This is an optimization exercise on Yosys and OpenROAD, whose aim is a short achievable clock period and few clock cycles, not a production implementation. RTL that was checked went through simulation tests only; none was proved equivalent to the original. Power and IR drop assume default switching activity.

==> flow/design.v <==
module RV32I(clk,rst,imem_addr,imem_data,dmem_addr,dmem_wdata,dmem_we,dmem_strobe,dmem_rdata);
input clk,rst;
output[31:0] imem_addr;
input[31:0] imem_data;
output[31:0] dmem_addr,dmem_wdata;
output dmem_we;
output[1:0] dmem_strobe;
input[31:0] dmem_rdata;
reg [31:0] pcF;
reg        vD;
reg [31:0] instD, pcD;
reg        vE, wenE, ldE, stE, brE;
reg [4:0]  rdE;
reg [1:0]  strbE;
reg [31:0] aE, bE, sdE, tgtE;
reg        fAM, fAW, fBM, fBW, fSM, fSW;
reg        sAdd, sSub, sSll, sSr, sSlt, sSltu, sXor, sOr, sAnd;
reg        wenM, ldM, weM;
reg [4:0]  rdM;
reg [1:0]  strbM;
reg [31:0] resM, sdM;
reg        wenW;
reg [4:0]  rdW;
reg [31:0] resW;
reg [31:0] rf [1:31];
wire [31:0] ldext = (strbM == 2'b01) ? {{24{dmem_rdata[7]}}, dmem_rdata[7:0]} :
                    (strbM == 2'b10) ? {{16{dmem_rdata[15]}}, dmem_rdata[15:0]} : dmem_rdata;
wire [31:0] resMW = ldM ? ldext : resM;
always @(posedge clk)
	if (wenW) rf[rdW] <= resW;
wire [6:0] opD = instD[6:0];
wire [2:0] f3D = instD[14:12];
wire [4:0] rs1D = instD[19:15];
wire [4:0] rs2D = instD[24:20];
wire [4:0] rdD = instD[11:7];
wire isOP  = (opD == 7'b0110011);
wire isOPI = (opD == 7'b0010011);
wire isLD  = (opD == 7'b0000011);
wire isST  = (opD == 7'b0100011);
wire isBR  = (opD == 7'b1100011);
wire isJAL = (opD == 7'b1101111);
wire brSame = isBR & (rs1D == rs2D);
wire brReal = isBR & ~brSame;
wire use1 = isOP | isOPI | isLD | isST | brReal;
wire use2 = isOP | isST | brReal;
wire [31:0] immI = {{20{instD[31]}}, instD[31:20]};
wire [31:0] immS = {{20{instD[31]}}, instD[31:25], instD[11:7]};
wire [31:0] immB = {{20{instD[31]}}, instD[7], instD[30:25], instD[11:8], 1'b0};
wire [31:0] tgtD = pcD + immB;
wire [31:0] linkD = pcD + 32'd4;
wire [31:0] rf1 = (rs1D == 5'd0) ? 32'd0 : rf[rs1D];
wire [31:0] rf2 = (rs2D == 5'd0) ? 32'd0 : rf[rs2D];
wire [31:0] rv1 = (wenW && rdW == rs1D) ? resW : rf1;
wire [31:0] rv2 = (wenW && rdW == rs2D) ? resW : rf2;
wire stall = vD & vE & ldE & wenE & ((use1 & (rs1D == rdE)) | (use2 & (rs2D == rdE)));
wire [31:0] A  = fAM ? resM : fAW ? resW : aE;
wire [31:0] B  = fBM ? resM : fBW ? resW : bE;
wire [31:0] SD = fSM ? resM : fSW ? resW : sdE;
wire [31:0] sum = A + (sSub ? ~B : B) + {31'd0, sSub};
wire [31:0] sll = A << B[4:0];
wire [31:0] sr  = A >> B[4:0];    
wire lt  = $signed(A) < $signed(B);
wire ltu = B < A;
wire eqMW = (resM == resW);
wire eqMb = (resM == bE);
wire eqWb = (resW == bE);
wire eqaM = (aE == resM);
wire eqaW = (aE == resW);
wire eqab = (aE == bE);
wire eq = fAM ? (fBM ? 1'b1 : fBW ? eqMW : eqMb) :
          fAW ? (fBM ? eqMW : fBW ? 1'b1 : eqWb) :
                (fBM ? eqaM : fBW ? eqaW : eqab);
wire [31:0] aluE = ({32{sAdd}} & sum) |
                   ({32{sSll}} & sll) |
                   ({32{sSr}}  & sr)  |
                   {31'd0, (sSlt & lt) | (sSltu & ltu)} |
                   ({32{sXor}} & (A ^ B)) |
                   ({32{sOr}}  & (A | B)) |
                   ({32{sAnd}} & (A & B));
wire takenE = vE & brE & eq;
assign imem_addr = pcF;
wire [31:0] instF = imem_data;
wire isJALF = (instF[6:0] == 7'b1101111);
wire redirF = isJALF | ((instF[6:0] == 7'b1100011) & (instF[19:15] == instF[24:20]));
wire [31:0] tgtJF = pcF + {{12{instF[31]}}, instF[19:12], instF[20], instF[30:21], 1'b0};
wire [31:0] tgtBF = pcF + {{20{instF[31]}}, instF[7], instF[30:25], instF[11:8], 1'b0};
wire [31:0] tgtF = instF[2] ? tgtJF : tgtBF;
assign dmem_addr = resM;
assign dmem_wdata = sdM;
assign dmem_we = weM;
assign dmem_strobe = strbM;
always @(posedge clk or posedge rst) begin
	if (rst) begin
		pcF <= 32'd0;
		vD <= 1'b0;
		vE <= 1'b0;
		wenE <= 1'b0;
		ldE <= 1'b0;
		stE <= 1'b0;
		brE <= 1'b0;
		wenM <= 1'b0;
		ldM <= 1'b0;
		weM <= 1'b0;
		wenW <= 1'b0;
	end else begin
		if (takenE) begin
			pcF <= tgtE;
			vD <= 1'b0;
		end else if (!stall) begin
			pcF <= redirF ? tgtF : pcF + 32'd4;
			vD <= 1'b1;
		end
		if (takenE || stall || !vD) begin
			vE <= 1'b0;
			wenE <= 1'b0;
			ldE <= 1'b0;
			stE <= 1'b0;
			brE <= 1'b0;
		end else begin
			vE <= 1'b1;
			wenE <= (isOP | isOPI | isLD | isJAL) & (rdD != 5'd0);
			ldE <= isLD;
			stE <= isST;
			brE <= brReal;
		end
		wenM <= wenE;
		ldM <= ldE;
		weM <= stE;
		wenW <= wenM;
	end
end
always @(posedge clk) begin
	if (!stall) begin
		instD <= imem_data;
		pcD <= pcF;
	end
	rdE <= rdD;
	strbE <= (f3D == 3'd0) ? 2'b01 : (f3D == 3'd1) ? 2'b10 : 2'b11;
	tgtE <= tgtD;
	aE <= isJAL ? linkD : rv1;
	bE <= isJAL ? 32'd0 : (isOPI | isLD) ? immI : isST ? immS : rv2;
	sdE <= rv2;
	fAM <= use1 & wenE & (rdE == rs1D);
	fAW <= use1 & wenM & (rdM == rs1D);
	fBM <= use2 & ~isST & wenE & (rdE == rs2D);
	fBW <= use2 & ~isST & wenM & (rdM == rs2D);
	fSM <= isST & wenE & (rdE == rs2D);
	fSW <= isST & wenM & (rdM == rs2D);
	sAdd  <= isLD | isST | isJAL | ((isOP | isOPI) & (f3D == 3'd0));
	sSub  <= isOP & (f3D == 3'd0) & instD[30];
	sSll  <= (isOP | isOPI) & (f3D == 3'd1);
	sSr   <= (isOP | isOPI) & (f3D == 3'd5);
	sSlt  <= (isOP | isOPI) & (f3D == 3'd2);
	sSltu <= (isOP | isOPI) & (f3D == 3'd3);
	sXor  <= (isOP | isOPI) & (f3D == 3'd4);
	sOr   <= (isOP | isOPI) & (f3D == 3'd6);
	sAnd  <= (isOP | isOPI) & (f3D == 3'd7);
	rdM <= rdE;
	strbM <= strbE;
	resM <= aluE;
	sdM <= SD;
	rdW <= rdM;
	resW <= resMW;
end
endmodule
clock: 9.0 ns
lec_check: 0
abc_clock_period_in_ps: 2000
cap_margin: 20
core_margin: 2
core_utilization: 40
setup_slack_margin: 5
slew_margin: 20
run.sh (not shown) runs the stock make flow with config.mk's settings and CLKGATE_MAP_FILE= SYNTH_SCRIPT=/design/flow/synth_recipe.tcl, a recipe that flattens the netlist after the stock synthesis.
Rerun with:
--- a/flow/design.v
+++ b/flow/design.v
@@ -17,17 +17,18 @@
 reg        sAdd, sSub, sSll, sSr, sSlt, sSltu, sXor, sOr, sAnd;
 reg        wenM, ldM, weM;
 reg [4:0]  rdM;
 reg [1:0]  strbM;
 reg [31:0] resM, sdM;
-reg        wenW;
+reg        wenW, ldW;
 reg [4:0]  rdW;
-reg [31:0] resW;
+reg [1:0]  strbW;
+reg [31:0] exW, rawW;
 reg [31:0] rf [1:31];
-wire [31:0] ldext = (strbM == 2'b01) ? {{24{dmem_rdata[7]}}, dmem_rdata[7:0]} :
-                    (strbM == 2'b10) ? {{16{dmem_rdata[15]}}, dmem_rdata[15:0]} : dmem_rdata;
-wire [31:0] resMW = ldM ? ldext : resM;
+wire [31:0] ldext = (strbW == 2'b01) ? {{24{rawW[7]}}, rawW[7:0]} :
+                    (strbW == 2'b10) ? {{16{rawW[15]}}, rawW[15:0]} : rawW;
+wire [31:0] resW = ldW ? ldext : exW;
 always @(posedge clk)
 	if (wenW) rf[rdW] <= resW;
 wire [6:0] opD = instD[6:0];
 wire [2:0] f3D = instD[14:12];
 wire [4:0] rs1D = instD[19:15];
@@ -44,11 +45,12 @@
 wire use1 = isOP | isOPI | isLD | isST | brReal;
 wire use2 = isOP | isST | brReal;
 wire [31:0] immI = {{20{instD[31]}}, instD[31:20]};
 wire [31:0] immS = {{20{instD[31]}}, instD[31:25], instD[11:7]};
 wire [31:0] immB = {{20{instD[31]}}, instD[7], instD[30:25], instD[11:8], 1'b0};
-wire [31:0] tgtD = pcD + immB;
+wire [31:0] immJ = {{12{instD[31]}}, instD[19:12], instD[20], instD[30:21], 1'b0};
+wire [31:0] tgtD = pcD + (isJAL ? immJ : immB);
 wire [31:0] linkD = pcD + 32'd4;
 wire [31:0] rf1 = (rs1D == 5'd0) ? 32'd0 : rf[rs1D];
 wire [31:0] rf2 = (rs2D == 5'd0) ? 32'd0 : rf[rs2D];
 wire [31:0] rv1 = (wenW && rdW == rs1D) ? resW : rf1;
 wire [31:0] rv2 = (wenW && rdW == rs2D) ? resW : rf2;
@@ -59,34 +61,21 @@
 wire [31:0] sum = A + (sSub ? ~B : B) + {31'd0, sSub};
 wire [31:0] sll = A << B[4:0];
 wire [31:0] sr  = A >> B[4:0];    
 wire lt  = $signed(A) < $signed(B);
 wire ltu = B < A;
-wire eqMW = (resM == resW);
-wire eqMb = (resM == bE);
-wire eqWb = (resW == bE);
-wire eqaM = (aE == resM);
-wire eqaW = (aE == resW);
-wire eqab = (aE == bE);
-wire eq = fAM ? (fBM ? 1'b1 : fBW ? eqMW : eqMb) :
-          fAW ? (fBM ? eqMW : fBW ? 1'b1 : eqWb) :
-                (fBM ? eqaM : fBW ? eqaW : eqab);
+wire eq  = (A == B);
 wire [31:0] aluE = ({32{sAdd}} & sum) |
                    ({32{sSll}} & sll) |
                    ({32{sSr}}  & sr)  |
                    {31'd0, (sSlt & lt) | (sSltu & ltu)} |
                    ({32{sXor}} & (A ^ B)) |
                    ({32{sOr}}  & (A | B)) |
                    ({32{sAnd}} & (A & B));
 wire takenE = vE & brE & eq;
+wire redirD = vD & (isJAL | brSame);
 assign imem_addr = pcF;
-wire [31:0] instF = imem_data;
-wire isJALF = (instF[6:0] == 7'b1101111);
-wire redirF = isJALF | ((instF[6:0] == 7'b1100011) & (instF[19:15] == instF[24:20]));
-wire [31:0] tgtJF = pcF + {{12{instF[31]}}, instF[19:12], instF[20], instF[30:21], 1'b0};
-wire [31:0] tgtBF = pcF + {{20{instF[31]}}, instF[7], instF[30:25], instF[11:8], 1'b0};
-wire [31:0] tgtF = instF[2] ? tgtJF : tgtBF;
 assign dmem_addr = resM;
 assign dmem_wdata = sdM;
 assign dmem_we = weM;
 assign dmem_strobe = strbM;
 always @(posedge clk or posedge rst) begin
@@ -100,16 +89,20 @@
 		brE <= 1'b0;
 		wenM <= 1'b0;
 		ldM <= 1'b0;
 		weM <= 1'b0;
 		wenW <= 1'b0;
+		ldW <= 1'b0;
 	end else begin
 		if (takenE) begin
 			pcF <= tgtE;
 			vD <= 1'b0;
+		end else if (redirD) begin
+			pcF <= tgtD;
+			vD <= 1'b0;
 		end else if (!stall) begin
-			pcF <= redirF ? tgtF : pcF + 32'd4;
+			pcF <= pcF + 32'd4;
 			vD <= 1'b1;
 		end
 		if (takenE || stall || !vD) begin
 			vE <= 1'b0;
 			wenE <= 1'b0;
@@ -125,10 +118,11 @@
 		end
 		wenM <= wenE;
 		ldM <= ldE;
 		weM <= stE;
 		wenW <= wenM;
+		ldW <= ldM;
 	end
 end
 always @(posedge clk) begin
 	if (!stall) begin
 		instD <= imem_data;
@@ -158,8 +152,10 @@
 	rdM <= rdE;
 	strbM <= strbE;
 	resM <= aluE;
 	sdM <= SD;
 	rdW <= rdM;
-	resW <= resMW;
+	strbW <= strbM;
+	exW <= resM;
+	rawW <= dmem_rdata;
 end
 endmodule
Die area went down by 2.4%.
Synthesized area went down by 2.5%.
Design area went up by 0.74%.
Power went down by 1.6%.
Non-clock buffer count went up by 105.
Global-route usage hardly moves.
Testbench counts after the change, summed over its fixed seeds: cycles 71,167.
The RTL of the first run of this note was laid out without a check of its function.

---

Setup of lagoon:
RV32I, a different RTL version from the one above (not shown whole).
Size: ~5500 cells after synthesis, roughly 1400 flip-flops, about 170 I/O pins, about 75000 um2 of cells after synthesis.
==> flow/config.mk <==
export PLATFORM = sky130hd
export DESIGN_NAME = RV32I
export DESIGN_NICKNAME = RV32I
export VERILOG_FILES = /design/flow/design.v
export SDC_FILE = /design/flow/constraint.sdc
export NUM_CORES = 4
export LEC_CHECK = 0
export ABC_CLOCK_PERIOD_IN_PS = 2000
export CAP_MARGIN = 20
export CORE_MARGIN = 2
export CORE_UTILIZATION = 40
export SLEW_MARGIN = 20
==> flow/constraint.sdc <==
create_clock -name core_clock -period 9.0 [get_ports {clk}]
set_input_delay 1.8000 -clock core_clock [delete_from_list [all_inputs] [get_ports {clk}]]
set_output_delay 1.8000 -clock core_clock [all_outputs]
set_load 0.01 [all_outputs]
standard.sh (not shown) runs the stock make flow with config.mk's settings and CLKGATE_MAP_FILE= SYNTH_SCRIPT=/design/flow/synth_recipe.tcl, a recipe that flattens the netlist after the stock synthesis.
==> flow/flow/run.sh <==
#!/bin/bash
set -euo pipefail
export SETUP_SLACK_MARGIN=6.5
bash standard.sh > standard_flow.log 2>&1
The final layout from lagoon, which completed every stage, passed the timing, design-rule and antenna checks at the end of the flow.
Testbench counts of lagoon, summed over its fixed seeds: cycles 66,879.
Changes in ember relative to lagoon:
--- a/flow/design.v
+++ b/flow/design.v
@@ -80,36 +80,33 @@
 wire [31:0] immB = {{20{instD[31]}}, instD[7], instD[30:25], instD[11:8], 1'b0};
 wire [31:0] tgtD, linkD;
 ksadd addTgtD(pcD, immB, 1'b0, tgtD, );
 ksadd addLinkD(pcD, 32'd4, 1'b0, linkD, );
 wire [31:0] rf1 = (rs1D == 5'd0) ? 32'd0 : rf[rs1D];
 wire [31:0] rf2 = (rs2D == 5'd0) ? 32'd0 : rf[rs2D];
 wire [31:0] rv1 = (wenM && rdM == rs1D) ? resMW : (wenW && rdW == rs1D) ? resW : rf1;
 wire [31:0] rv2 = (wenM && rdM == rs2D) ? resMW : (wenW && rdW == rs2D) ? resW : rf2;
 wire [31:0] aNext = (use1 & wenE & (rdE == rs1D)) ? aluE : isJAL ? linkD : rv1;
-wire [31:0] bNext = (use2 & ~isST & wenE & (rdE == rs2D)) ? aluE :
-                    isJAL ? 32'd0 : (isOPI | isLD) ? immI : isST ? immS : rv2;
+wire [31:0] bNext = ((use2 & ~isST & wenE & (rdE == rs2D)) ? aluE :
+                     isJAL ? 32'd0 : (isOPI | isLD) ? immI : isST ? immS : rv2) ^ {32{subD}};
 wire stall = vD & vE & ldE & wenE & ((use1 & (rs1D == rdE)) | (use2 & (rs2D == rdE)));
 wire [31:0] A  = ~aXn;
 wire [31:0] B  = ~bXn;
 wire [31:0] sum;
-ksadd addE(aE, bE, 1'b0, sum, );
-wire [31:0] diff;
-ksadd subE(aE, ~bE, 1'b1, diff, );
+ksadd addE(aE, bE, sSub, sum, );    
 wire geS, geU;
 ksadd cmpS({~A[31], A[30:0]}, {B[31], ~B[30:0]}, 1'b1, , geS);   
 ksadd cmpU(B, ~A, 1'b1, , geU);                                   
 wire lt  = ~geS;
 wire ltu = ~geU;    
 wire [31:0] sll = A << B[4:0];
 wire [31:0] sr  = A >> B[4:0];    
 wire [31:0] aluE = ({32{sAdd}} & sum) |
-                   ({32{sSub}} & diff) |
                    ({32{sSll}} & sll) |
                    ({32{sSr}}  & sr)  |
                    {31'd0, (sSlt & lt) | (sSltu & ltu)} |
                    ({32{sXor}} & (A ^ B)) |
                    ({32{sOr}}  & (A | B)) |
                    ({32{sAnd}} & (A & B));
 wire eq = (A == B);
 wire takenE = vE & brE & eq;
 wire [31:0] hiSum;
@@ -187,19 +184,19 @@
 	end
 	rdE <= rdD;
 	strbE <= (f3D == 3'd0) ? 2'b01 : (f3D == 3'd1) ? 2'b10 : 2'b11;
 	tgtE <= tgtD;
 	aE <= aNext;
 	bE <= bNext;
 	aXn <= ~aNext;
 	bXn <= ~bNext;
 	sdE <= (isST & wenE & (rdE == rs2D)) ? aluE : rv2;
-	sAdd  <= isLD | isST | isJAL | ((isOP | isOPI) & (f3D == 3'd0) & ~subD);
+	sAdd  <= isLD | isST | isJAL | ((isOP | isOPI) & (f3D == 3'd0));
 	sSub  <= subD;
 	sSll  <= (isOP | isOPI) & (f3D == 3'd1);
 	sSr   <= (isOP | isOPI) & (f3D == 3'd5);
 	sSlt  <= (isOP | isOPI) & (f3D == 3'd2);
 	sSltu <= (isOP | isOPI) & (f3D == 3'd3);
 	sXor  <= (isOP | isOPI) & (f3D == 3'd4);
 	sOr   <= (isOP | isOPI) & (f3D == 3'd6);
 	sAnd  <= (isOP | isOPI) & (f3D == 3'd7);
 	rdM <= rdE;
Notes after the runs:
Taking lagoon as the reference, in ember total power consumption of the routed design has decreased; slew at the pin closest to its max-slew limit shows no meaningful change; total number of vias dropped 1384; number of nets in the final layout moved down.
NOTE number of tapcells lagoon->ember decreased by a few percent
ember vs. lagoon: final wirelength now sits lower, portion of the layout cell area used by clock cells barely changed.
From lagoon to ember the numbers moved as follows: worst ir drop on vdd lost about 40%, count of inverters not on the clock network in the layout went down, met1 layer wirelength in the final routing now smaller, register bit count reported by yosys flat.
Testbench counts of ember, summed over its fixed seeds: cycles 66,879.

separate check: timing with driven ports:
The flow's constraints put no driver on any port. The routed layouts listed below were extracted and timed again, unchanged, in two steps. Step 1 (the two cells are an assumption about what drives the block):
set clk [get_ports {clk}]
set_driving_cell -lib_cell sky130_fd_sc_hd__clkbuf_16 $clk
set_driving_cell -lib_cell sky130_fd_sc_hd__buf_2 [delete_from_list [all_inputs] $clk]
Step 2 adds t to the input delays and takes it off the output delays; t is the mean of the earliest and latest rising clock arrival at the registers after step 1. Input paths then give back, and output paths get back, about the clock's delay inside the block. a / b / c = ideal / step 1 / step 2; a / b = the first two.
run	shift t [ns]	setup WS [ns]	clock arrival spread, ns	worst register clock-pin slew, ns	worst data-port slew with drivers (ns)
the first run of note 1	0.883	4.943 / 4.895 / 4.183	0.037 / 0.038	0.07 / 0.07	0.20
the second run of note 1	0.893	4.424 / 4.424 / 4.424	0.085 / 0.085	0.07 / 0.07	0.05
lagoon	0.905	5.735 / 5.651 / 5.077	0.080 / 0.080	0.08 / 0.08	0.06
ember	0.898	5.752 / 5.671 / 4.982	0.042 / 0.042	0.07 / 0.07	0.07
After both steps setup and hold are still met in every run listed. The setup slack of ember, which loses most, moves by -0.081 ns with the drivers and by -0.770 ns with both steps.
